What follows belongs to an exercise in optimizing a design on an open flow for small area; a production flow would make more cautious choices.
Function was checked by simulation only, so behaviour that the tests miss may differ from the original.
Power and IR drop assume default switching activity.

===== design/flow/config.mk =====
export PLATFORM = sky130hd
export DESIGN_NAME = ALU
export DESIGN_NICKNAME = ALU
export VERILOG_FILES = /design/flow/design.v
export SDC_FILE = /design/flow/constraint.sdc
export NUM_CORES = 4
export LEC_CHECK = 0
export ABC_AREA = 1
export CAP_MARGIN = 20
export CORE_MARGIN = 2
export CORE_UTILIZATION = 35
export CTS_BUF_LIST = sky130_fd_sc_hd__clkbuf_8
export GPL_TIMING_DRIVEN = 0
export SLEW_MARGIN = 20
export BUFFER_PORTS_ARGS = -buffer_cell sky130_fd_sc_hd__buf_1

===== design/flow/constraint.sdc =====
create_clock -name core_clock -period 15.0 [get_ports {i_CLK}]
set_input_delay 3.0000 -clock core_clock [delete_from_list [all_inputs] [get_ports {i_CLK}]]
set_output_delay 3.0000 -clock core_clock [all_outputs]
set_load 0.01 [all_outputs]

===== design/flow/design.v =====
package UART_PACKAGE; 
    parameter DATA_WIDTH = 8;
    parameter ADDRESS_WIDTH = 4;
    parameter ALU_FUN_WIDTH = 4;
    typedef enum logic [3:0] {
        OP_ADD     = 4'b0000,   
        OP_SUB     = 4'b0001,   
        OP_MUL     = 4'b0010,   
        OP_DIV     = 4'b0011,   
        OP_AND     = 4'b0100,   
        OP_OR      = 4'b0101,   
        OP_NAND    = 4'b0110,   
        OP_NOR     = 4'b0111,   
        OP_XOR     = 4'b1000,   
        OP_XNOR    = 4'b1001,   
        OP_CMP_EQ  = 4'b1010,   
        OP_CMP_GT  = 4'b1011,   
        OP_SHR     = 4'b1100,   
        OP_SHL     = 4'b1101,   
        OP_NOP     = 4'b1110,   
        OP_INVALID = 4'b1111    
    } opcode_t;
endpackage : UART_PACKAGE 
module ALU (
    input i_CLK,
    input i_RSTn,
    input [3:0] i_ALU_FUN,
    input [7:0] i_A,
    input [7:0] i_B,
    input i_Enable,
    output logic [15:0] o_ALU_OUT,
    output logic o_CF,    
    output logic o_OF,    
    output logic o_EF,    
    output logic o_ZF,    
    output logic o_OUT_VALID
);
    wire [7:0] a = i_A;
    wire [7:0] b = i_B;
    wire [3:0] op = i_ALU_FUN;
    wire eq = (a == b);
    logic [15:0] prod;
    logic [7:0]  macc;       
    logic [8:0]  mt;
    logic [8:0]  mc;
    always_comb begin
        prod[0] = a[0] & b[0];
        macc = {1'b0, a[7:1] & {7{b[0]}}};
        for (int j = 1; j < 8; j++) begin
            mc[0] = 1'b0;
            for (int i = 0; i < 8; i++) begin
                mt[i]   = macc[i] ^ (a[i] & b[j]) ^ mc[i];
                mc[i+1] = (macc[i] & (a[i] & b[j])) | (mc[i] & (macc[i] ^ (a[i] & b[j])));
            end
            mt[8] = mc[8];
            prod[j] = mt[0];
            macc = mt[8:1];
        end
        prod[15:8] = macc;
    end
    wire [7:0] quo;
    wire [7:0] rm [1:8];
    assign rm[8] = 8'd0;
    genvar k;
    generate for (k = 7; k >= 1; k--) begin : st
        localparam int W = 8 - k;
        wire [W-1:0] r;
        if (W == 1) begin : w1
            assign r = a[k];
        end else begin : wn
            assign r = {rm[k+1][W-2:0], a[k]};
        end
        wire [W:0] d = {1'b0, r} - {1'b0, b[W-1:0]};
        wire bhz = (b[7:W] == 0);
        assign quo[k] = bhz & ~d[W];
        wire [W-1:0] rn = quo[k] ? d[W-1:0] : r;
        assign rm[k] = {{(8-W){1'b0}}, rn};
    end endgenerate
    wire       isdiv = (op == 4'd3);
    wire [7:0] lx  = isdiv ? {rm[1][6:0], a[0]} : a;
    wire [7:0] ly  = b ^ {8{op[0]}};
    logic [3:0] tt;
    always_comb begin
        case (op)
            4'd4:    tt = 4'b1000;    
            4'd5:    tt = 4'b1110;    
            4'd6:    tt = 4'b0111;    
            4'd7:    tt = 4'b0001;    
            4'd8:    tt = 4'b0110;    
            4'd9:    tt = 4'b1001;    
            4'd0:    tt = 4'b0110;    
            default: tt = 4'b1001;    
        endcase
    end
    wire arith = (op[3:2] == 2'd0);
    logic [8:0] ac;
    logic [7:0] sum;
    always_comb begin
        ac[0] = op[0];
        for (int i = 0; i < 8; i++) begin
            sum[i]  = tt[{lx[i], b[i]}] ^ (ac[i] & arith);
            ac[i+1] = (lx[i] & ly[i]) | (ac[i] & (lx[i] ^ ly[i]));
        end
    end
    wire       co  = ac[8];           
    assign quo[0] = co;
    wire [7:0] rem = co ? sum : lx;
    wire bz = (b == 8'd0);
    wire add_of = (a[7] == ly[7]) & (sum[7] != a[7]);
    logic [15:0] res;
    logic cf, of, zf, ef;
    always_comb begin
        res = '0; cf = 1'b0; of = 1'b0; zf = 1'b0; ef = eq;
        case (op)
            4'd0, 4'd1: begin
                res[7:0] = sum;
                cf = co ^ op[0];
                of = add_of;
                zf = (sum == 8'd0);
            end
            4'd2: begin
                res = prod;
                of = (prod[15:8] != 8'd0);
                zf = (a == 8'd0) | (b == 8'd0);
            end
            4'd3: begin
                res = {rem | {8{bz}}, quo};
                cf = bz;
                zf = (quo == 8'd0);
            end
            4'd4, 4'd5, 4'd6, 4'd7, 4'd8, 4'd9: begin
                res[7:0] = sum;
                zf = (sum == 8'd0);
            end
            4'd10: res[0] = eq;
            4'd11: res[0] = co & ~eq;
            4'd12: begin
                res[7:0] = {1'b0, a[7:1]};
                cf = a[0];
                zf = (a[7:1] == 7'd0);
            end
            4'd13: begin
                res[7:0] = {a[6:0], 1'b0};
                cf = a[7];
                of = a[7] ^ a[6];
                zf = (a[6:0] == 7'd0);
            end
            default: ef = 1'b0;
        endcase
    end
    always_ff @(posedge i_CLK, negedge i_RSTn) begin
        if (!i_RSTn) begin
            o_ALU_OUT   <= '0;
            o_CF        <= 1'b0;
            o_OF        <= 1'b0;
            o_ZF        <= 1'b0;
            o_EF        <= 1'b0;
            o_OUT_VALID <= 1'b0;
        end else if (i_Enable) begin
            o_ALU_OUT   <= res;
            o_CF        <= cf;
            o_OF        <= of;
            o_ZF        <= zf;
            o_EF        <= ef;
            o_OUT_VALID <= ~(op[3] & op[2] & op[1]);
        end else begin
            o_OUT_VALID <= 1'b0;
        end
    end
endmodule

===== design/flow/flow/run.sh =====
#!/bin/bash
# Standard ORFS layout, with these changes:
#  * after the standard synthesis, fapol.py keeps the multiplier's full and
#    half adder cells (choosing each full adder's polarity so that no
#    inverters sit between adder cells) and turns the other adder cells back
#    into logic; the combinational logic between the registers and the kept
#    adder cells is then re-mapped by ABC with an area-oriented
#    script (deepsyn twice, then amap); registers and their names are untouched;
#    an output port's bits are then wired straight to their registers
#    (fixports.py) instead of through an alias that needs a buffer;
#  * ports are buffered with buf_1 instead of the default buffer cell.
set -euo pipefail
W=$(pwd)
R=$W/orfs/results/$FLOW_PLATFORM/ALU/base
YOSYS=$FLOW_HOME/../tools/install/yosys/bin/yosys
[ -x "$YOSYS" ] || YOSYS=yosys

echo "export BUFFER_PORTS_ARGS = -buffer_cell sky130_fd_sc_hd__buf_1" >> config.mk

bash standard.sh synth > synth_standard.log 2>&1
cp $R/1_2_yosys.v $W/synth_standard.v
cp $R/1_synth.sdc $W/synth_standard.sdc 2>/dev/null || true

python3 $W/flow/fapol.py $W/synth_standard.v $W/synth_fapol.v > fapol.log 2>&1

LIB=$FLOW_HOME/platforms/$FLOW_PLATFORM/lib/sky130_fd_sc_hd__tt_025C_1v80.lib \
IN=$W/synth_fapol.v SOFT=$W/flow/soft.v OUT=$W/synth_remap.v SCRIPT=$W/flow/remap.abc \
  $YOSYS -c $W/flow/remap.tcl > remap.log 2>&1

python3 $W/flow/fixports.py $W/synth_remap.v $R/1_2_yosys.v > fixports.log 2>&1
rm -f $R/1_synth.odb $R/1_synth.sdc
bash standard.sh synth > synth_odb.log 2>&1
bash standard.sh > flow.log 2>&1

===== design/flow/flow/fapol.py =====
"""Choose which full/half adder cells of the standard synthesis netlist stay
adder cells, and in which polarity.

Adder cells that form the multiplier array (every input comes from another
kept adder cell or from a 2-input gate of two primary inputs, through
inverters or buffers only) stay sky130 adder cells; all other adder cells are
renamed to fa_soft / ha_soft (plain logic, re-mapped by ABC). A full adder is
self-dual, FA(~a,~b,~c) = ~FA(a,b,c), so a kept full adder may be used with
all its pins inverted; a local search picks the polarities that leave the
fewest inverters between adder cells. Inverting a cell is written as inverter
cells on its five pins, which ABC then merges with the logic around it.

Usage: fapol.py in.v out.v"""
import re, sys

src = open(sys.argv[1]).read()
cell_re = re.compile(r'(sky130_fd_sc_hd__\w+)\s+(\\\S+\s|\S+)\s*\((.*?)\);', re.S)
pin_re = re.compile(r'\.(\w+)\(([^()]*)\)')
OUTS = {'X', 'Y', 'Q', 'Q_N', 'SUM', 'COUT', 'HI', 'LO'}

cells = []
for m in cell_re.finditer(src):
    typ, name, body = m.group(1), m.group(2), m.group(3)
    pins = {k: v.strip() for k, v in pin_re.findall(body)}
    cells.append({'type': typ[17:], 'name': name, 'pins': pins, 'span': m.span()})

drv = {}
for i, c in enumerate(cells):
    for p, n in c['pins'].items():
        if p in OUTS:
            drv[n] = (i, p)

def is_inv(t): return re.match(r'(clk)?inv(lp)?_\d+$', t) is not None
def is_buf(t): return re.match(r'(clk)?buf_\d+$', t) is not None
def is_adder(t): return t.startswith('fa_') or t.startswith('ha_')
PI_RE = re.compile(r'^(i_A|i_B)\[\d+\]$')

def trace(n):
    par = 0
    seen = 0
    while n in drv and seen < 50:
        i, p = drv[n]
        t = cells[i]['type']
        if is_inv(t):
            par ^= 1; n = cells[i]['pins']['A']
        elif is_buf(t):
            n = cells[i]['pins']['A']
        else:
            return n, i, par
        seen += 1
    return n, None, par

def is_pp_gate(i):
    c = cells[i]
    if not re.match(r'(nand2|and2|nor2|or2)_\d+$', c['type']):
        return False
    ins = [v for k, v in c['pins'].items() if k not in OUTS]
    return len(ins) == 2 and all(trace(v)[1] is None and PI_RE.match(trace(v)[0]) for v in ins)

IN_PINS = {'fa': ['A', 'B', 'CIN'], 'ha': ['A', 'B']}
def kind(t): return t[:2]

def is_pi_adder(i):
    c = cells[i]
    return is_adder(c['type']) and all(
        trace(c['pins'][p])[1] is None and PI_RE.match(trace(c['pins'][p])[0])
        for p in IN_PINS[kind(c['type'])])

kept = {i for i, c in enumerate(cells) if is_adder(c['type']) and not is_pi_adder(i)}
changed = True
while changed:
    changed = False
    for i in sorted(kept):
        c = cells[i]
        ok = True
        for p in IN_PINS[kind(c['type'])]:
            n, j, par = trace(c['pins'][p])
            if j is None or not (j in kept or is_pp_gate(j) or is_pi_adder(j)):
                ok = False
                break
        if not ok:
            kept.discard(i)
            changed = True

# edges between kept adder cells: (src, dst, parity)
edges = []
for i in kept:
    c = cells[i]
    for p in IN_PINS[kind(c['type'])]:
        n, j, par = trace(c['pins'][p])
        if j in kept:
            edges.append((j, i, par))
fas = [i for i in kept if kind(cells[i]['type']) == 'fa']
adj = {i: [] for i in kept}
for e in edges:
    adj[e[0]].append(e)
    adj[e[1]].append(e)

def cost(f):
    return sum((par ^ f[u] ^ f[v]) for u, v, par in edges)

def search(f):
    improved = True
    while improved:
        improved = False
        for i in fas:
            before = sum((par ^ f[u] ^ f[v]) for u, v, par in adj[i])
            f[i] ^= 1
            after = sum((par ^ f[u] ^ f[v]) for u, v, par in adj[i])
            if after < before:
                improved = True
            else:
                f[i] ^= 1
    return f

best = None
for start in (0, 1):
    f = {i: 0 for i in kept}
    for i in fas:
        f[i] = start
    f = search(f)
    if best is None or cost(f) < cost(best):
        best = f
f = best
print(f'fapol: {len(kept)} of {sum(1 for c in cells if is_adder(c["type"]))} adder cells kept, '
      f'{sum(f[i] for i in fas)} inverted; inverted edges {cost({i: 0 for i in kept})} -> {cost(f)}')

# rewrite
out = []
new_wires = []
last = 0
k = 0
for i, c in enumerate(cells):
    a, b = c['span']
    out.append(src[last:a])
    last = b
    t = c['type']
    if is_adder(t) and i not in kept:
        out.append(src[a:b].replace('sky130_fd_sc_hd__' + t, kind(t) + '_soft', 1))
    elif i in kept and f[i]:
        pins = dict(c['pins'])
        extra = []
        for p in IN_PINS['fa']:
            w = f'fpi_{k}_'; k += 1
            new_wires.append(w)
            extra.append(f'  sky130_fd_sc_hd__inv_1 {w}c (.A({pins[p]}), .Y({w}));')
            pins[p] = w
        for p in ('SUM', 'COUT'):
            if p in pins and pins[p]:
                w = f'fpo_{k}_'; k += 1
                new_wires.append(w)
                extra.append(f'  sky130_fd_sc_hd__inv_1 {w}c (.A({w}), .Y({pins[p]}));')
                pins[p] = w
        body = ', '.join(f'.{p}({v})' for p, v in pins.items())
        out.append(f'sky130_fd_sc_hd__{t} {c["name"]} ({body});\n' + '\n'.join(extra))
    else:
        out.append(src[a:b])
out.append(src[last:])
text = ''.join(out)
decl = ''.join(f'  wire {w};\n' for w in new_wires)
text = re.sub(r'(module\s+\w+\s*\([^;]*\);\n)', lambda m: m.group(1) + decl, text, count=1)
open(sys.argv[2], 'w').write(text)

===== design/flow/flow/fixports.py =====
"""Replace 'assign port = {w1, w2, ...};' aliases in a flat Verilog netlist by
using the port bits directly, so that no buffer is needed between a register
and its output port. Usage: fixports.py in.v out.v"""
import re, sys
src = open(sys.argv[1]).read()
ports = {}
for m in re.finditer(r'^\s*(input|output)\s+(\[(\d+):(\d+)\]\s+)?(\w+)\s*;', src, re.M):
    ports[m.group(5)] = (m.group(1), int(m.group(3)) if m.group(3) else None, int(m.group(4)) if m.group(4) else None)
subst = {}
def drop(m):
    lhs, rhs = m.group(1).strip(), m.group(2).strip()
    if lhs not in ports or ports[lhs][0] != 'output':
        return m.group(0)
    _, msb, lsb = ports[lhs]
    if rhs.startswith('{'):
        parts = [p.strip() for p in rhs[1:-1].split(',')]
    else:
        parts = [rhs]
    width = 1 if msb is None else msb - lsb + 1
    if len(parts) != width or not all(re.fullmatch(r'[A-Za-z_]\w*', p) for p in parts):
        return m.group(0)
    for k, p in enumerate(parts):
        bit = (msb - k) if msb is not None else None
        if p in ports or p in subst:
            return m.group(0)
        subst[p] = lhs if bit is None else f'{lhs}[{bit}]'
    return ''
out = re.sub(r'^\s*assign\s+(\w+)\s*=\s*([^;]+);\s*$\n', drop, src, flags=re.M)
for w in subst:
    out = re.sub(r'^\s*wire\s+' + re.escape(w) + r'\s*;\s*$\n', '', out, flags=re.M)
if subst:
    pat = re.compile(r'(?<![\w\\$.])(' + '|'.join(map(re.escape, sorted(subst, key=len, reverse=True))) + r')(?![\w\[])')
    out = pat.sub(lambda m: subst[m.group(1)], out)
open(sys.argv[2], 'w').write(out)
print(f'fixports: {len(subst)} port bits connected directly')

===== design/flow/flow/remap.abc =====
strash
&get -n
&deepsyn -T 40
&put
strash
dc2
&get -n
&deepsyn -T 40 -S 3
&put
dch -f
amap

===== design/flow/flow/remap.tcl =====
# Re-map the combinational logic of the standard synthesis netlist with ABC.
yosys -import
set lib $::env(LIB)
read_liberty -ignore_miss_func -overwrite $lib
read_verilog $::env(SOFT)
read_verilog $::env(IN)
hierarchy -top ALU
# cells kept as they are: registers, adders, tie cells
foreach c {fa_1 fa_2 fa_4 ha_1 ha_2 ha_4 dfrtp_1 dfrtp_2 dfrtp_4 dfxtp_1 dfxtp_2 dfxtp_4 conb_1} {
  catch { setattr -mod -set keep_hierarchy 1 sky130_fd_sc_hd__$c }
}
flatten
foreach c {fa_1 fa_2 fa_4 ha_1 ha_2 ha_4 dfrtp_1 dfrtp_2 dfrtp_4 dfxtp_1 dfxtp_2 dfxtp_4 conb_1} {
  catch { blackbox sky130_fd_sc_hd__$c }
}
select ALU
techmap
opt -purge
set dont_use {}
foreach c {probe_p_8 probec_p_8 lpflow_bleeder_1 lpflow_clkbufkapwr_1 lpflow_clkbufkapwr_16
  lpflow_clkbufkapwr_2 lpflow_clkbufkapwr_4 lpflow_clkbufkapwr_8 lpflow_clkinvkapwr_1
  lpflow_clkinvkapwr_16 lpflow_clkinvkapwr_2 lpflow_clkinvkapwr_4 lpflow_clkinvkapwr_8
  lpflow_decapkapwr_12 lpflow_decapkapwr_3 lpflow_decapkapwr_4 lpflow_decapkapwr_6
  lpflow_decapkapwr_8 lpflow_inputiso0n_1 lpflow_inputiso0p_1 lpflow_inputiso1n_1
  lpflow_inputiso1p_1 lpflow_inputisolatch_1 lpflow_isobufsrc_1 lpflow_isobufsrc_16
  lpflow_isobufsrc_2 lpflow_isobufsrc_4 lpflow_isobufsrc_8 lpflow_isobufsrckapwr_16
  lpflow_lsbuf_lh_hl_isowell_tap_1 lpflow_lsbuf_lh_hl_isowell_tap_2
  lpflow_lsbuf_lh_hl_isowell_tap_4 lpflow_lsbuf_lh_isowell_4 lpflow_lsbuf_lh_isowell_tap_1
  lpflow_lsbuf_lh_isowell_tap_2 lpflow_lsbuf_lh_isowell_tap_4} {
  lappend dont_use -dont_use sky130_fd_sc_hd__$c
}
abc -script $::env(SCRIPT) -liberty $lib {*}$dont_use
splitnets
opt_clean -purge
hilomap -singleton -hicell sky130_fd_sc_hd__conb_1 HI -locell sky130_fd_sc_hd__conb_1 LO
opt_clean -purge
yosys rename -hide w:*.*
yosys rename -enumerate -pattern rm_%_


read_liberty -lib -overwrite $lib
select ALU
tee -o $::env(OUT).stat stat -liberty $lib
check -assert -mapped
write_verilog -noattr -noexpr -nohex -nodec -selected $::env(OUT)

===== design/flow/flow/soft.v =====
// Adder cells that fapol.py turns back into plain logic.
module fa_soft (input A, input B, input CIN, output COUT, output SUM);
  assign SUM = A ^ B ^ CIN;
  assign COUT = (A & B) | (CIN & (A ^ B));
endmodule
module ha_soft (input A, input B, output COUT, output SUM);
  assign SUM = A ^ B;
  assign COUT = A & B;
endmodule

===== design/flow/standard.sh =====
#!/bin/bash
# synth_recipe.tcl (not shown) runs the flow's synth.tcl, then flattens the netlist and writes it again
# the make line also repeats each setting of config.mk as NAME=value (left out here)
make -C /OpenROAD-flow-scripts/flow DESIGN_CONFIG=/design/flow/config.mk WORK_HOME=/design/flow/orfs CLKGATE_MAP_FILE= SYNTH_SCRIPT=/design/flow/synth_recipe.tcl "${@:-finish}"

==> flow_metrics.tcl, run 1 <==
set metrics [dict create \
    regArea_um2 525.5 \
    hp-class "register to register" \
    cellLeakagePower_uw 0.001670 \
    htreeDepth 1 \
    cts_sinks 21 \
    start_kind "input pin" \
    multi_input_area_um2 3194 \
    avgViaCountPerCell 5.890 \
    relSlewSlack_pct 31.43 \
    final_util_pct 40.35 \
    slew_violations 0 \
    place_congestion 0.9219 \
    arrival_ps 13980 \
    mostFrequentLayoutCells "nor2_1 (153), fa_1 (48), nand2_1 (44)" \
    grt_pass1_vias 3845 \
    fmax_mhz 72.51 \
    syn_to_final_growth_pct 13.42 \
    fin_skew_ps 0 \
    postRouteAntennaNets 0 \
    nets 659 \
    grt_first_pass_wirelength_mm 19.91 \
    cts_tree "yes" \
    p_per_area_nw_per_um2 110.7 \
    num_io_pins 44 \
    fp.coreArea_um2 10750 \
    drt-initial-drc-count 387 \
    fillers 1173 \
    cts-root-buf "clkbuf_8" \
    synth_warnings 1 \
    period_needed_ps 13790 \
    die_area_um2 11770 \
    routed_wl_mm 12.64 \
    max_stage_delay_ps 420 \
    instances_no_fill 719 \
    wire_per_inst_um 17.57 \
    setup_violations 0 \
    status "no timing/DRC/antenna violations" \
    syn_inst 523 \
    cts_made_buffers 3 \
    syn-num-nets 602 \
    endpoint_kind "register" \
    crit_type "input pin to register" \
    cp_slowest_cell "nor3_2" \
    required_ps 15190 \
    grt_max_degree 28 \
    tightest_slew_ps 1022 \
    clock_latency_ps 260 \
    timing.hold.ws_ps 482.2 \
    drt_pre_antenna_iters 5 \
    drive_gt1_share_pct 5.699 \
    antenna_cells 0 \
    final_common_cell "nor2_1" \
    die_h_um 108.5 \
    drv_cap 0 \
    rows 38 \
    dp_hpwl_mm 9.955 \
    netlist_area_um2 3822 \
    drcViolationCount 0 \
    irDropWorstVdd_uv 62.54 \
    io_buffers 43 \
    cts_hold_buf 0 \
    period_share_pct 91.94 \
    dr_total_vias 4235 \
    numPlacedInstances 706 \
    hold_viol_final 0 \
    grt_overflow 0 \
    cts_buffer_depth 2 \
    syn_avg_cell_area_um2 7.309 \
    cp_max_fo 8 \
    grt_usage_pct 21.46 \
    cts.clk_slew.worst_paths_ps 80 \
    antenna_found_initial 0 \
    cpMostUsedCell "nor2_1" \
    start_util_pct 35.57 \
    die_w_um 108.5 \
]
[through the flow]
stage / total power, uW / setup WS (ps) / TNS [ps] / instance area (um^2)
finish: 479.9 / 1209 / 0 / 4335
global route: 536.1 / -71.59 / -379.7 / 4335
CTS: 484.4 / 122.3 / 0 / 4214
detailed placement: 446.2 / -331.4 / -2592 / 4164
global placement: 431.8 / 64.65 / 0 / 4159
floorplan: 351.0 / 2737 / 0 / 3822
[path summary, 6_finish.rpt]
path / from / endpoint / slack (ps) / cells after the start
hold / removal: o_ALU_OUT[2] / o_ALU_OUT[2] / 480 / 1
min in group asynchronous: i_RSTn / o_EF / 2690 / 1
max in group asynchronous: i_RSTn / o_ALU_OUT[13] / 11940 / 1
hold reg to reg: o_ALU_OUT[2] / o_ALU_OUT[2] / 480 / 1
setup reg to reg: o_ALU_OUT[1] / o_ALU_OUT[1] / 14300 / 2
setup / recovery: i_B[7] / o_ALU_OUT[12] / 1210 / 70
[state kept, by name, summed over array words and instances (netlist names)]
signal / flops
o_OF: 1
o_OUT_VALID: 1
o_CF: 1
o_EF: 1
o_ZF: 1
o_ALU_OUT: 16
[critical path: cells and delay by family]
kind                   cells  cell delay [ps]
AO/OA/AOI/OAI             35             6140
AND/OR/NAND/NOR           32             4330
buffers and inverters      3              490
[power by group]
group,total [uW],leakage (uW),internal (uW),switching (uW)
Sequential,69.7,0.000255,64.8,4.91
Combinational,374,0.00139,166,207
Clock,36.5,0.0000255,18.5,18.1
Total,480,0.00167,250,230
[layout make-up]
class | instances | share of cell area [%]
inverter | 39 | 3.723
sequential | 21 | 12.12
tap | 140 | 4.040
clock inverter | 1 | 0.1154
multi-input combinational | 463 | 73.68
timing repair buffer | 52 | 5.368
clock buffer | 3 | 0.9524
[layer usage]
metal / vias up / wire [um] / global-route usage (%)
met2: 157 / 5853 / 34.91
li1: 2002 / - / -
met4: 0 / 256 / 5.495
met5: - / 0 / 0
met1: 2060 / 5771 / 30.60
met3: 16 / 756 / 2.110
[what timing repair did]
item,4_1_cts,5_1_grt
gates resized for setup,3,22
endpoints found under the setup margin,7,17
buffers inserted,0,9
pin swaps,0,1
==> inputs of run 2 (changes only) <==
--- a/design/flow/config.mk
+++ b/design/flow/config.mk
@@ -8,7 +8,7 @@
 export ABC_AREA = 1
 export CAP_MARGIN = 20
 export CORE_MARGIN = 2
-export CORE_UTILIZATION = 35
+export CORE_UTILIZATION = 15
 export CTS_BUF_LIST = sky130_fd_sc_hd__clkbuf_8
 export GPL_TIMING_DRIVEN = 0
 export SLEW_MARGIN = 20
==> flow_metrics.tcl, run 2 <==
set metrics [dict create \
    cellLeakagePower_uw 0.001727 \
    syn_avg_cell_area_um2 7.309 \
    start_kind "input pin" \
    cts_hold_buf 0 \
    pre_cts_slack_ps -190.8 \
    p_per_area_nw_per_um2 102.8 \
    slew_violations 0 \
    cts_tree "yes" \
    die_h_um 163.6 \
    grt_pass1_vias 3771 \
    cp_num_buf_inv 4 \
    critPathTopFamily "compound AO/OA/AOI/OAI gates" \
    final_common_cell "nor2_1" \
    grt_max_degree 28 \
    tightest_slew_ps 868.9 \
    fp.coreArea_um2 25110 \
    layout_setup_ws_ps 1371 \
    status "no timing/DRC/antenna violations" \
    dr_total_vias 4241 \
    instances_no_fill 924 \
    numPlacedInstances 897 \
    setup_tns_ps 0 \
    clock_latency_ps 260 \
    synth_warnings 1 \
    mostFrequentLayoutCells "nor2_1 (153), fa_1 (48), nand2_1 (44)" \
    rr_endpoint "o_ALU_OUT[1]" \
    io_buffers 43 \
    netlist_area_um2 3822 \
    postRouteAntennaNets 0 \
    max_stage_delay_ps 380 \
    reg2reg_slack_ps 14290 \
    drcViolationCount 0 \
    htreeDepth 1 \
    cp_max_fo 8 \
    crit_end "o_ALU_OUT[9]" \
    wire_per_inst_um 14.06 \
    rows 58 \
    grt_usage_pct 9.453 \
    hp-class "register to register" \
    drt_pre_antenna_iters 5 \
    place_congestion 0.8687 \
    hold_viol_final 0 \
    nets 672 \
    rr_startpoint "o_ALU_OUT[1]" \
    die_area_um2 26780 \
    relSlewSlack_pct 41.81 \
    cts_sinks 21 \
    drt-initial-drc-count 398 \
    crit_type "input pin to register" \
    setup_violations 0 \
    top_register "o_ALU_OUT" \
    largest_reg_flops 16 \
    cts.clk_slew.worst_paths_ps 70 \
    start_util_pct 15.22 \
    syn_inst 523 \
    drv_cap 0 \
    die_w_um 163.6 \
    power_uw 482.7 \
    irDropWorstVdd_uv 51.90 \
    cts_buffer_depth 2 \
    routed_wl_mm 12.99 \
    avgViaCountPerCell 4.590 \
    fmax_mhz 73.37 \
    dp_hpwl_mm 10.34 \
    required_ps 15200 \
    num_io_pins 44 \
    cpMostUsedCell "nor2_1" \
    cp.depth 70 \
    antenna_found_initial 5 \
    period_needed_ps 13630 \
    arrival_ps 13830 \
    period_share_pct 90.86 \
    syn_to_final_growth_pct 22.78 \
    endpoint_kind "register" \
    worstHoldPathCells 1 \
    cp_slowest_cell "nor3_2" \
    reg2regPathDepth 2 \
    fin_skew_ps 0 \
    cts-root-buf "clkbuf_8" \
    fillers 2900 \
    grt_first_pass_wirelength_mm 20.43 \
    cts_made_buffers 3 \
    drive_gt1_share_pct 8.108 \
    syn-num-nets 602 \
    cp-startpoint "i_B[3]" \
    grt_overflow 0 \
]
-- run 2: worst min path at each step --
stage | startpoint | end | slack (ps)
2_1_floorplan | o_ALU_OUT[2] | o_ALU_OUT[2] | 520
3_3_place_gp | o_OF | o_OF | 460
3_5_place_dp | o_OF | o_OF | 470
4_1_cts | o_OF | o_OF | 490
5_1_grt | o_ALU_OUT[2] | o_ALU_OUT[2] | 520
6_report | o_OF | o_OF | 480
-- run 2: timing repair --
action                     in CTS  in global routing
buffers inserted                0                 21
gates resized for setup         0                 25
setup endpoints to repair       0                 18
-- run 2: layout make-up --
| cell class | instances | area, um^2 | share of cell area (%) |
|---|---|---|---|
| timing repair buffer | 65 | 331.6 | 7.065 |
| tap | 330 | 412.9 | 8.798 |
| inverter | 39 | 165.2 | 3.519 |
| multi-input combinational | 463 | 3208 | 68.36 |
| clock inverter | 1 | 3.754 | 0.07998 |
| antenna | 2 | 5.005 | 0.1066 |
| sequential | 21 | 525.5 | 11.20 |
| clock buffer | 3 | 41.29 | 0.8798 |
-- run 2: routing by layer --
layer  part of all wire (%)  track usage (%)  vias to the layer above
met1                     46            13.94                     2011
met3                    9.1            1.879                       16
met5                   0.25                0                        -
li1                       -                -                     2035
met4                   0.82            1.396                        6
met2                     44            14.44                      173
-- run 2: where the power goes --
part	internal (uW)	switching (uW)
clock network	18.2	18.2
registers	64.8	5.29
logic	169	207
-- run 2: metrics by stage --
step / util [%] / instance area, um^2 / hold WS [ps]
finish: 18.69 / 4693 / 482.1
global route: 18.67 / 4688 / 520.9
CTS: 17.74 / 4456 / 490.3
detailed placement: 17.57 / 4410 / 473.8
global placement: 17.51 / 4397 / 462.0
floorplan: - / 3822 / 516.4
==> inputs of run 3 (changes only) <==
--- a/design/flow/config.mk
+++ b/design/flow/config.mk
@@ -8,8 +8,8 @@
 export ABC_AREA = 1
 export CAP_MARGIN = 20
 export CORE_MARGIN = 2
-export CORE_UTILIZATION = 15
-export CTS_BUF_LIST = sky130_fd_sc_hd__clkbuf_8
+export CORE_UTILIZATION = 30
+export CTS_BUF_LIST = sky130_fd_sc_hd__clkbuf_4 sky130_fd_sc_hd__clkbuf_8
 export GPL_TIMING_DRIVEN = 0
 export SLEW_MARGIN = 20
 export BUFFER_PORTS_ARGS = -buffer_cell sky130_fd_sc_hd__buf_1
==> flow_metrics.tcl, run 3 <==
set metrics [dict create \
    status "no timing/DRC/antenna violations" \
    reg2reg_slack_ps 14260 \
    required_ps 15140 \
    cts.clk_slew.worst_paths_ps 80 \
    arrival_ps 13970 \
    drt-initial-drc-count 426 \
    syn_inst 523 \
    drt_pre_antenna_iters 5 \
    rows 41 \
    layout_setup_ws_ps 1167 \
    grt_pass1_vias 3757 \
    p_per_area_nw_per_um2 109.1 \
    grt_usage_pct 18.81 \
    fillers 1364 \
    num_io_pins 44 \
    antenna_found_initial 0 \
    grt_first_pass_wirelength_mm 20.08 \
    period_share_pct 92.22 \
    grt_busiest_layer "met2" \
    endpoint_kind "register" \
    mostFrequentLayoutCells "nor2_1 (154), fa_1 (48), nand2_1 (44)" \
    cp_max_fo 8 \
    top_register "o_ALU_OUT" \
    dp_hpwl_mm 10.14 \
    cts_tree "yes" \
    cpMostUsedCell "nor2_1" \
    final_common_cell "nor2_1" \
    irDropWorstVdd_uv 62.97 \
    regArea_um2 525.5 \
    routed_wl_mm 12.99 \
    clock_latency_ps 250 \
    grt_util_met2_pct 29.67 \
    htreeDepth 1 \
    numPlacedInstances 739 \
    netlist_area_um2 3822 \
    tightest_slew_ps 939.0 \
    multi_input_area_um2 3179 \
    die_area_um2 13660 \
    grt_max_degree 28 \
    hold_viol_final 0 \
    start_kind "input pin" \
    largest_reg_flops 16 \
    drv_cap 0 \
    slew_violations 0 \
    grt_overflow 0 \
    max_stage_delay_ps 340 \
    crit_type "input pin to register" \
    die_w_um 116.9 \
    syn-num-nets 602 \
    antenna_cells 0 \
    avgViaCountPerCell 5.642 \
    cts_made_buffers 3 \
    place_congestion 0.9622 \
    drive_gt1_share_pct 5.842 \
    cts_hold_buf 0 \
    fmax_mhz 72.29 \
    syn_avg_cell_area_um2 7.309 \
    hp-class "register to register" \
    worst_hold_path.endpoint "o_ALU_OUT[2]" \
    relSlewSlack_pct 37.11 \
    pre_cts_slack_ps -266.2 \
    fin_skew_ps 0 \
    nets 662 \
    start_util_pct 30.54 \
    period_needed_ps 13830 \
    use_met1_pct 26.88 \
    rr_endpoint "o_ALU_OUT[1]" \
    cts_buffer_depth 2 \
    wire_per_inst_um 17.23 \
    cts-root-buf "clkbuf_8" \
    reg2regPathDepth 2 \
    die_h_um 116.9 \
    fp.coreArea_um2 12520 \
    rr_startpoint "o_ALU_OUT[1]" \
    worstHoldPathCells 1 \
    cp-startpoint "i_B[7]" \
    dr_total_vias 4254 \
    cellLeakagePower_uw 0.001678 \
    syn_to_final_growth_pct 14.86 \
    drcViolationCount 0 \
    synth_warnings 1 \
    cp_slowest_cell "or2_1" \
    setup_violations 0 \
    io_buffers 43 \
    instances_no_fill 754 \
    cts_sinks 21 \
    hp-start "o_ALU_OUT[2]" \
    grt_util_met3_pct 2.987 \
    postRouteAntennaNets 0 \
]
run 3: critical path, delay by kind of cell:
kind / cells / cell delay (ps)
AOI/OAI and AO/OA: 36 / 6290
buffers and inverters: 2 / 290
and+or+nand+nor: 34 / 4390
run 3: worst max-delay path by stage:
stage                    endpoint  cells past startpoint
finish               o_ALU_OUT[8]                     72
global route        o_ALU_OUT[12]                     72
CTS                  o_ALU_OUT[8]                     64
detailed placement   o_ALU_OUT[8]                     64
global placement     o_ALU_OUT[8]                     63
floorplan            o_ALU_OUT[8]                     65
run 3: cell type report:
type / instances / area share (%)
timing repair buffer: 55 / 5.814
clock buffer: 4 / 1.111
inverter: 39 / 3.790
sequential: 21 / 11.97
multi-input combinational: 463 / 72.41
tap: 172 / 4.902
run 3: stage by stage:
stage          instance area (um^2)  total power (uW)  TNS, ps  hold WS (ps)  util [%]
2_1_floorplan                  3822             351.0        0         516.4         -
3_3_place_gp                   4199             433.5   -4.569         462.4     33.55
3_5_place_dp                   4212             443.1    -1698         470.5     33.65
4_1_cts                        4263             481.9        0         488.5     34.06
5_1_grt                        4390             535.0   -100.8         516.9     35.08
6_report                       4390             479.0        0         482.6     35.08
run 3: layer usage:
metal	part of all wire (%)	vias up	routed length (um)
li1	-	2011	-
met1	45	2042	5796
met2	45	183	5906
met3	7.6	18	983
met4	2.3	0	303
met5	0	-	0
run 3: timing repair:
action / 4_1_cts / 5_1_grt
setup buffers: 0 / 11
gates cloned: 0 / 0
resized for setup: 2 / 19
endpoints found under the setup margin: 6 / 15
pin swaps: 0 / 1
run 3: power by group:
| group | leakage, uW | internal [uW] | switching (uW) |
|---|---|---|---|
| combinational | 0.00140 | 166 | 205 |
| clock | 0.0000262 | 20.7 | 17.6 |
| sequential | 0.000255 | 64.8 | 5.53 |
| total | 0.00168 | 251 | 228 |
==> inputs of run 4 (changes only) <==
--- a/design/flow/config.mk
+++ b/design/flow/config.mk
@@ -8,7 +8,7 @@
 export ABC_AREA = 1
 export CAP_MARGIN = 20
 export CORE_MARGIN = 2
-export CORE_UTILIZATION = 30
+export CORE_UTILIZATION = 22
 export CTS_BUF_LIST = sky130_fd_sc_hd__clkbuf_4 sky130_fd_sc_hd__clkbuf_8
 export GPL_TIMING_DRIVEN = 0
 export SLEW_MARGIN = 20
==> flow_metrics.tcl, run 4 <==
set metrics [dict create \
    arrival_ps 13930 \
    crit_type "input pin to register" \
    status "no timing/DRC/antenna violations" \
    netSwitchingFraction_pct 48.00 \
    p_seq_share_pct 14.6 \
    reg2regPathDepth 2 \
    drt_pre_antenna_iters 5 \
    io_buffers 43 \
    worstHoldPathCells 2 \
    final_common_cell "nor2_1" \
    drive_gt1_share_pct 4.861 \
    cp_slowest_cell "o21ai_0" \
    drt-initial-drc-count 389 \
    wire_per_inst_um 15.89 \
    start_util_pct 22.33 \
    mostFrequentLayoutCells "nor2_1 (154), fa_1 (48), nand2_1 (44)" \
    worst_hold_path.endpoint "o_EF" \
    die_w_um 135.8 \
    syn_avg_cell_area_um2 7.309 \
    cts_made_buffers 3 \
    die_h_um 135.8 \
    cts_tree "yes" \
    fmax_mhz 72.82 \
    cts-root-buf "clkbuf_8" \
    rr_endpoint "o_ALU_OUT[1]" \
    syn-num-nets 602 \
    reg2reg_slack_ps 14260 \
    combinationalPowerShare_pct 77.7 \
    grt_pass1_vias 3838 \
    hold_viol_final 0 \
    timing.hold.ws_ps 493.9 \
    cp_max_fo 8 \
    htreeDepth 1 \
    drcViolationCount 0 \
    cts_buffer_depth 2 \
    cts.clk_slew.worst_paths_ps 80 \
    setup_tns_ps 0 \
    cts_hold_buf 0 \
    place_congestion 0.9522 \
    internal_power_uw 251.0 \
    netlist_area_um2 3822 \
    num_io_pins 44 \
    setup_violations 0 \
    rr_startpoint "o_ALU_OUT[1]" \
    grt_overflow 0 \
    p_switching_uw 231.6 \
    p_per_area_nw_per_um2 109.4 \
    dr_total_vias 4158 \
    largest_reg_flops 16 \
    hp-start "o_EF" \
    rows 48 \
    grt_usage_pct 13.78 \
    grt_max_degree 28 \
    synth_warnings 1 \
    irDropWorstVdd_uv 52.98 \
    power_uw 482.6 \
    slew_violations 0 \
    relSlewSlack_pct 38.40 \
    avgViaCountPerCell 5.191 \
    syn_inst 523 \
    drv_cap 0 \
    antenna_cells 0 \
    dp_hpwl_mm 10.06 \
    fin_skew_ps 0 \
    cellLeakagePower_uw 0.001653 \
    required_ps 15200 \
    rsz0062_at_grt "no" \
    routed_wl_mm 12.73 \
    nets 656 \
    grt_first_pass_wirelength_mm 20.55 \
    cts_sinks 21 \
    top_register "o_ALU_OUT" \
    period_share_pct 91.55 \
    start_kind "input pin" \
    fp.coreArea_um2 17120 \
    period_needed_ps 13730 \
    tightest_slew_ps 919.6 \
    clock_latency_ps 250 \
    syn_to_final_growth_pct 15.42 \
    cpMostUsedCell "nor2_1" \
    instances_no_fill 801 \
    postRouteAntennaNets 0 \
    cp-startpoint "i_B[7]" \
    p_clk_share_pct 7.7 \
    antenna_found_initial 0 \
    die_area_um2 18440 \
    max_stage_delay_ps 330 \
    endpoint_kind "register" \
    hp-class "register to register" \
    numPlacedInstances 792 \
]
==> run 4: cell type report <==
type | count | area, um^2
inverter | 39 | 160.2
clock buffer | 3 | 41.29
clock inverter | 1 | 5.005
timing repair buffer | 49 | 210.2
sequential | 21 | 525.5
tap | 225 | 281.5
multi-input combinational | 463 | 3188
fill | 1937 | 12700
==> run 4: timing repair <==
action / CTS / global route
pin swaps: 0 / 0
resized for setup: 3 / 17
cloned: 0 / 0
buffers inserted: 0 / 5
endpoints found under the setup margin: 3 / 16
==> run 4: worst max path at each step <==
stage | end | slack, ps | cells past startpoint
finish | o_ALU_OUT[12] | 1270 | 70
global placement | o_ALU_OUT[12] | -160 | 64
floorplan | o_ALU_OUT[8] | 2740 | 65
CTS | o_ALU_OUT[12] | 150 | 64
detailed placement | o_ALU_OUT[8] | -250 | 63
global route | o_ALU_OUT[12] | 5 | 69
==> run 4: layer usage <==
layer,global-route usage (%),up-vias,routed length (um)
met2,21.72,164,5730
met4,3.125,0,233
met5,0,-,0
met1,19.60,1976,5718
li1,-,2002,-
met3,2.573,16,1047
==> run 4: metrics by stage <==
stage / setup WS [ps] / utilization (%) / area (um^2)
after detailed placement: -245.3 / 25.00 / 4279
after floorplan: 2737 / - / 3822
after CTS: 148.8 / 25.29 / 4329
final: 1267 / 25.77 / 4412
after global routing: 4.762 / 25.77 / 4412
after global placement: -162.3 / 24.92 / 4265
==> run 4: worst max-delay path, delay by kind of cell <==
kind / cells / cell delay, ps
and+or+nand+nor: 32 / 4240
AOI/OAI and AO/OA: 35 / 6190
buffers and inverters: 3 / 480
==> run 4: power by group through the flow <==
stage	sequential [uW]	combinational, uW	clock, uW
6_report	70.5	375	37.2
5_1_grt	71.6	429	39.7
4_1_cts	70.7	379	37.8
3_5_place_dp	71.9	377	0
3_3_place_gp	71.5	366	0
2_1_floorplan	74.1	277	0
==> inputs of run 5 (changes only) <==
--- a/design/flow/flow/run.sh
+++ b/design/flow/flow/run.sh
@@ -8,7 +8,8 @@
 #    script (deepsyn twice, then amap); registers and their names are untouched;
 #    an output port's bits are then wired straight to their registers
 #    (fixports.py) instead of through an alias that needs a buffer;
-#  * ports are buffered with buf_1 instead of the default buffer cell.
+#  * ports are buffered with buf_1 instead of the default buffer cell;
+#  * no repair after global routing (its parasitics estimate is pessimistic).
 set -euo pipefail
 W=$(pwd)
 R=$W/orfs/results/$FLOW_PLATFORM/ALU/base
@@ -16,6 +17,7 @@
 [ -x "$YOSYS" ] || YOSYS=yosys
 
 echo "export BUFFER_PORTS_ARGS = -buffer_cell sky130_fd_sc_hd__buf_1" >> config.mk
+echo "export SKIP_INCREMENTAL_REPAIR = 1" >> config.mk
 
 bash standard.sh synth > synth_standard.log 2>&1
 cp $R/1_2_yosys.v $W/synth_standard.v
--- a/design/flow/config.mk
+++ b/design/flow/config.mk
@@ -8,8 +8,9 @@
 export ABC_AREA = 1
 export CAP_MARGIN = 20
 export CORE_MARGIN = 2
-export CORE_UTILIZATION = 22
-export CTS_BUF_LIST = sky130_fd_sc_hd__clkbuf_4 sky130_fd_sc_hd__clkbuf_8
+export CORE_UTILIZATION = 30
+export CTS_BUF_LIST = sky130_fd_sc_hd__clkbuf_8
 export GPL_TIMING_DRIVEN = 0
 export SLEW_MARGIN = 20
 export BUFFER_PORTS_ARGS = -buffer_cell sky130_fd_sc_hd__buf_1
+export SKIP_INCREMENTAL_REPAIR = 1
==> flow_metrics.tcl, run 5 <==
set metrics [dict create \
    irDropWorstVdd_uv 63.02 \
    place_congestion 0.9622 \
    required_ps 15140 \
    grt_pass1_vias 3783 \
    mostFrequentLayoutCells "nor2_1 (155), fa_1 (48), nand2_1 (45)" \
    cts_sinks 21 \
    die_area_um2 13660 \
    netlist_area_um2 3822 \
    cts_buffer_depth 2 \
    htreeDepth 1 \
    slew_violations 0 \
    drt_pre_antenna_iters 6 \
    dr_total_vias 4209 \
    hp-class "register to register" \
    layout_setup_ws_ps -13.07 \
    post_cts_buffers 0 \
    cts_resized 2 \
    routed_wl_mm 12.78 \
    grt_first_pass_wirelength_mm 20.04 \
    crit_type "input pin to register" \
    cts-root-buf "clkbuf_8" \
    failed_checks "negative setup slack" \
    top_register "o_ALU_OUT" \
    io_buffers 43 \
    fin_skew_ps 0 \
    wire_per_inst_um 17.20 \
    drive_gt1_share_pct 1.226 \
    setup_violations 3 \
    max_stage_delay_ps 550 \
    largest_reg_flops 16 \
    clock_latency_ps 250 \
    grt_max_degree 28 \
    die_h_um 116.9 \
    start_util_pct 30.54 \
    grt_usage_pct 18.78 \
    cts_tree "yes" \
    fmax_mhz 66.61 \
    avgViaCountPerCell 5.665 \
    syn-num-nets 602 \
    drv_cap 0 \
    p_per_area_nw_per_um2 110.8 \
    num_io_pins 44 \
    cp_slowest_cell "clkinv_1" \
    period_share_pct 100.1 \
    die_w_um 116.9 \
    dp_hpwl_mm 10.14 \
    timing.hold.ws_ps 482.4 \
    antenna_found_initial 0 \
    start_kind "input pin" \
    drcViolationCount 0 \
    status "finished with violations" \
    setup_tns_ps -28.67 \
    cts.clk_slew.worst_paths_ps 80 \
    nets 651 \
    rows 41 \
    arrival_ps 15150 \
    cellLeakagePower_uw 0.001614 \
    relSlewSlack_pct 21.31 \
    cpMostUsedCell "nor2_1" \
    syn_avg_cell_area_um2 7.309 \
    syn_to_final_growth_pct 11.42 \
    endpoint_kind "register" \
    hold_viol_final 0 \
    final_util_pct 34.03 \
    fp.coreArea_um2 12520 \
    cts_hold_buf 0 \
    tightest_slew_ps 1180 \
    syn_inst 523 \
    final_common_cell "nor2_1" \
    drt-initial-drc-count 344 \
    grt_overflow 0 \
    cts_made_buffers 3 \
    period_needed_ps 15010 \
    antenna_cells 0 \
    cp_max_fo 16 \
    postRouteAntennaNets 0 \
    synth_warnings 1 \
]
==> run 5: path summary, 6_finish.rpt <==
kind / cells after the start / endpoint / startpoint / slack, ps
max in group asynchronous: 1 / o_ALU_OUT[8] / i_RSTn / 11380
min in group asynchronous: 1 / o_ALU_OUT[5] / i_RSTn / 2950
worst max register to register: 2 / o_ALU_OUT[1] / o_ALU_OUT[1] / 14210
worst min-delay path: 1 / o_ALU_OUT[2] / o_ALU_OUT[2] / 480
worst min register to register: 1 / o_ALU_OUT[2] / o_ALU_OUT[2] / 480
worst max-delay path: 64 / o_ALU_OUT[8] / i_B[2] / -10
==> run 5: worst max-delay path: cells and delay by family <==
kind | cells | cell delay (ps)
simple gates | 28 | 4160
buf+inv | 3 | 1170
compound gates | 33 | 6850
==> run 5: through the flow <==
step	cell area, um^2	cells	total power, uW	setup WS [ps]
floorplan	3822	523	351.0	2737
global placement	4199	738	433.5	-4.569
detailed placement	4212	739	443.1	-266.2
CTS	4259	743	479.3	112.9
global route	4259	743	528.2	-1381
finish	4259	743	471.9	-13.07
==> run 5: power breakdown <==
| part | total [uW] | switching, uW | internal, uW |
|---|---|---|---|
| registers | 70.4 | 5.61 | 64.8 |
| clock network | 35.6 | 17.4 | 18.2 |
| logic | 366 | 203 | 163 |
==> run 5: layout make-up <==
| type | instances | area (um^2) |
|---|---|---|
| clock buffers | 3 | 41.29 |
| clock inverters | 1 | 3.754 |
| fillers | 1368 | 8258 |
| inverters | 39 | 148.9 |
| multi-input cells | 463 | 3156 |
| flip-flops and latches | 21 | 525.5 |
| well taps | 172 | 215.2 |
| repair buffers | 44 | 168.9 |
==> run 5: per-layer routing <==
| metal | up-vias | track usage [%] | routed length [um] |
|---|---|---|---|
| li1 | 1991 | - | - |
| met1 | 2008 | 26.66 | 5731 |
| met2 | 183 | 29.21 | 5648 |
| met3 | 27 | 3.090 | 971 |
| met4 | 0 | 6.275 | 427 |
| met5 | - | 0 | 0 |
==> inputs of run 6 (changes only) <==
--- a/design/flow/flow/run.sh
+++ b/design/flow/flow/run.sh
@@ -8,16 +8,14 @@
 #    script (deepsyn twice, then amap); registers and their names are untouched;
 #    an output port's bits are then wired straight to their registers
 #    (fixports.py) instead of through an alias that needs a buffer;
-#  * ports are buffered with buf_1 instead of the default buffer cell;
-#  * no repair after global routing (its parasitics estimate is pessimistic).
+#  * ports are buffered with buf_2 instead of the default buffer cell.
 set -euo pipefail
 W=$(pwd)
 R=$W/orfs/results/$FLOW_PLATFORM/ALU/base
 YOSYS=$FLOW_HOME/../tools/install/yosys/bin/yosys
 [ -x "$YOSYS" ] || YOSYS=yosys
 
-echo "export BUFFER_PORTS_ARGS = -buffer_cell sky130_fd_sc_hd__buf_1" >> config.mk
-echo "export SKIP_INCREMENTAL_REPAIR = 1" >> config.mk
+echo "export BUFFER_PORTS_ARGS = -buffer_cell sky130_fd_sc_hd__buf_2" >> config.mk
 
 bash standard.sh synth > synth_standard.log 2>&1
 cp $R/1_2_yosys.v $W/synth_standard.v
--- a/design/flow/config.mk
+++ b/design/flow/config.mk
@@ -12,5 +12,4 @@
 export CTS_BUF_LIST = sky130_fd_sc_hd__clkbuf_8
 export GPL_TIMING_DRIVEN = 0
 export SLEW_MARGIN = 20
-export BUFFER_PORTS_ARGS = -buffer_cell sky130_fd_sc_hd__buf_1
-export SKIP_INCREMENTAL_REPAIR = 1
+export BUFFER_PORTS_ARGS = -buffer_cell sky130_fd_sc_hd__buf_2
==> flow_metrics.tcl, run 6 <==
set metrics [dict create \
    reg2regPathDepth 2 \
    postRouteAntennaNets 0 \
    start_util_pct 30.54 \
    io_buffers 43 \
    rows 41 \
    drt_pre_antenna_iters 6 \
    syn-num-nets 602 \
    cp_num_buf_inv 4 \
    numPlacedInstances 739 \
    grt_pass1_vias 3796 \
    fin_area_um2 4418 \
    fp.coreArea_um2 12520 \
    endpoint_kind "register" \
    rsz0062_at_grt "no" \
    cellLeakagePower_uw 0.001771 \
    cp-startpoint "i_B[2]" \
    grt_overflow 0 \
    internal_power_uw 250.5 \
    place_congestion 0.9910 \
    grt_first_pass_wirelength_mm 20.00 \
    cts_sinks 21 \
    final_common_cell "nor2_1" \
    drv_cap 0 \
    cp_max_fo 16 \
    final_util_pct 35.30 \
    instances_no_fill 749 \
    crit_type "input pin to register" \
    period_share_pct 92.35 \
    largest_reg_flops 16 \
    crit_end "o_ALU_OUT[14]" \
    setup_tns_ps 0 \
    required_ps 15140 \
    arrival_ps 13990 \
    rr_endpoint "o_ALU_OUT[11]" \
    mostFrequentLayoutCells "nor2_1 (154), fa_1 (48), nand2_1 (45)" \
    htreeDepth 1 \
    relSlewSlack_pct 42.78 \
    cts-root-buf "clkbuf_8" \
    combinationalPowerShare_pct 77.6 \
    netSwitchingFraction_pct 47.56 \
    hp-class "register to register" \
    cts_tree "yes" \
    rr_startpoint "o_ALU_OUT[11]" \
    period_needed_ps 13850 \
    critPathTopFamily "compound AO/OA/AOI/OAI gates" \
    slew_violations 0 \
    pre_cts_slack_ps -141.6 \
    p_seq_share_pct 14.6 \
    antenna_found_initial 0 \
    hold_viol_final 0 \
    cp_slowest_cell "clkinvlp_4" \
    cts_buffer_depth 2 \
    cts_made_buffers 3 \
    fmax_mhz 72.19 \
    fillers 1371 \
    fin_skew_ps 0 \
    routed_wl_mm 12.91 \
    top_register "o_ALU_OUT" \
    syn_inst 523 \
    die_area_um2 13660 \
    reg2reg_slack_ps 14300 \
    p_clk_share_pct 7.7 \
    tightest_slew_ps 854.3 \
    cts.clk_slew.worst_paths_ps 80 \
    drcViolationCount 0 \
    wire_per_inst_um 17.23 \
    drt-initial-drc-count 301 \
    die_h_um 116.9 \
    antenna_cells 0 \
    max_stage_delay_ps 350 \
    clock_latency_ps 260 \
    grt_max_degree 28 \
    grt_usage_pct 18.65 \
    p_per_area_nw_per_um2 108.1 \
    syn_avg_cell_area_um2 7.309 \
    dp_hpwl_mm 10.20 \
    die_w_um 116.9 \
    cpMostUsedCell "nor2_1" \
    avgViaCountPerCell 5.607 \
    status "no timing/DRC/antenna violations" \
    p_switching_uw 227.2 \
    drive_gt1_share_pct 12.31 \
    nets 657 \
    synth_warnings 1 \
    setup_violations 0 \
    layout_setup_ws_ps 1148 \
    dr_total_vias 4200 \
    netlist_area_um2 3822 \
    syn_to_final_growth_pct 15.58 \
    num_io_pins 44 \
    postPlaceCellArea_um2 4265 \
    cp.depth 67 \
    start_kind "input pin" \
    irDropWorstVdd_uv 48.80 \
]
-- run 6: stage by stage --
| stage | power [uW] | hold slack [ps] |
|---|---|---|
| after floorplan | 351.0 | 516.4 |
| after global placement | 435.1 | 458.1 |
| after detailed placement | 448.0 | 464.0 |
| after CTS | 485.8 | 482.6 |
| after global routing | 538.5 | 501.2 |
| final | 477.8 | 477.1 |
-- run 6: layout make-up --
type / instances / area, um^2 / share of cell area, %
Timing Repair Buffer: 50 / 267.8 / 6.061
Multi-Input combinational cell: 463 / 3198 / 72.39
Clock inverter: 1 / 5.005 / 0.1133
Tap cell: 172 / 215.2 / 4.871
Sequential cell: 21 / 525.5 / 11.89
Inverter: 39 / 165.2 / 3.738
Clock buffer: 3 / 41.29 / 0.9346
-- run 6: worst min path at each step --
| stage | start | end | slack, ps | cells past startpoint |
|---|---|---|---|---|
| 6_report | o_OF | o_OF | 480 | 1 |
| 5_1_grt | o_ALU_OUT[2] | o_ALU_OUT[2] | 500 | 1 |
| 4_1_cts | o_ALU_OUT[2] | o_ALU_OUT[2] | 480 | 1 |
| 3_5_place_dp | o_ALU_OUT[2] | o_ALU_OUT[2] | 460 | 1 |
| 3_3_place_gp | o_ALU_OUT[2] | o_ALU_OUT[2] | 460 | 1 |
| 2_1_floorplan | o_ALU_OUT[2] | o_ALU_OUT[2] | 520 | 1 |
-- run 6: power groups by stage --
stage / combinational, uW / clock, uW / sequential (uW)
6_report: 371 / 37.0 / 70.0
5_1_grt: 427 / 40.8 / 70.9
4_1_cts: 378 / 38.0 / 70.2
3_5_place_dp: 377 / 0 / 71.4
3_3_place_gp: 364 / 0 / 71.0
2_1_floorplan: 277 / 0 / 74.1
-- run 6: layer usage --
metal  GRT usage, %  up-vias  share of wire, %
met5              0        -                 0
met4          5.333        0               2.5
met3          2.626       25               7.4
met2          30.52      168                46
met1          25.86     2008                44
li1               -     1999                 -
-- run 6: timing repair --
action                                  4_1_cts  5_1_grt
resized for setup                             0       20
endpoints found under the setup margin        0       16
setup buffers                                 0        6
hold buffers                                  0        0

[port drivers added, routing unchanged]
No port has a modelled driver above. Below, the same layouts with a new extraction and two added sets of constraints.
Step 1 (the two cells are an assumption about what drives the block):
set clk [get_ports {i_CLK}]
set_driving_cell -lib_cell sky130_fd_sc_hd__clkbuf_16 $clk
set_driving_cell -lib_cell sky130_fd_sc_hd__buf_2 [delete_from_list [all_inputs] $clk]
Step 2 moves the port delays by t, midway between the first and last clock arrival at a register: inputs arrive t later, outputs are due t later. That takes back most of the time a late clock gives input paths.
Three values: no drivers, after step 1, after step 2; two values: the first two.
| run | t (ns) | slack for setup (ns) | latest minus earliest clock arrival (ns) | slew at the worst register clock pin (ns) | worst slew at a driven data input, ns |
|---|---|---|---|---|---|
| run 1 | 0.279 | 1.209 / 1.211 / 0.931 | 0.013 / 0.013 | 0.08 / 0.08 | 0.03 |
| run 2 | 0.282 | 1.371 / 1.355 / 1.072 | 0.002 / 0.003 | 0.07 / 0.07 | 0.07 |
| run 3 | 0.275 | 1.167 / 1.172 / 0.897 | 0.007 / 0.006 | 0.08 / 0.08 | 0.04 |
| run 4 | 0.280 | 1.267 / 1.271 / 0.991 | 0.002 / 0.003 | 0.08 / 0.08 | 0.05 |
| run 5 | 0.276 | -0.013 / -0.012 / -0.288 | 0.006 / 0.006 | 0.08 / 0.08 | 0.04 |
| run 6 | 0.280 | 1.148 / 1.150 / 0.870 | 0.008 / 0.008 | 0.08 / 0.08 | 0.04 |
For run 2, which loses most, drivers alone change the setup slack by -0.016 ns; drivers and shift together by -0.299 ns.
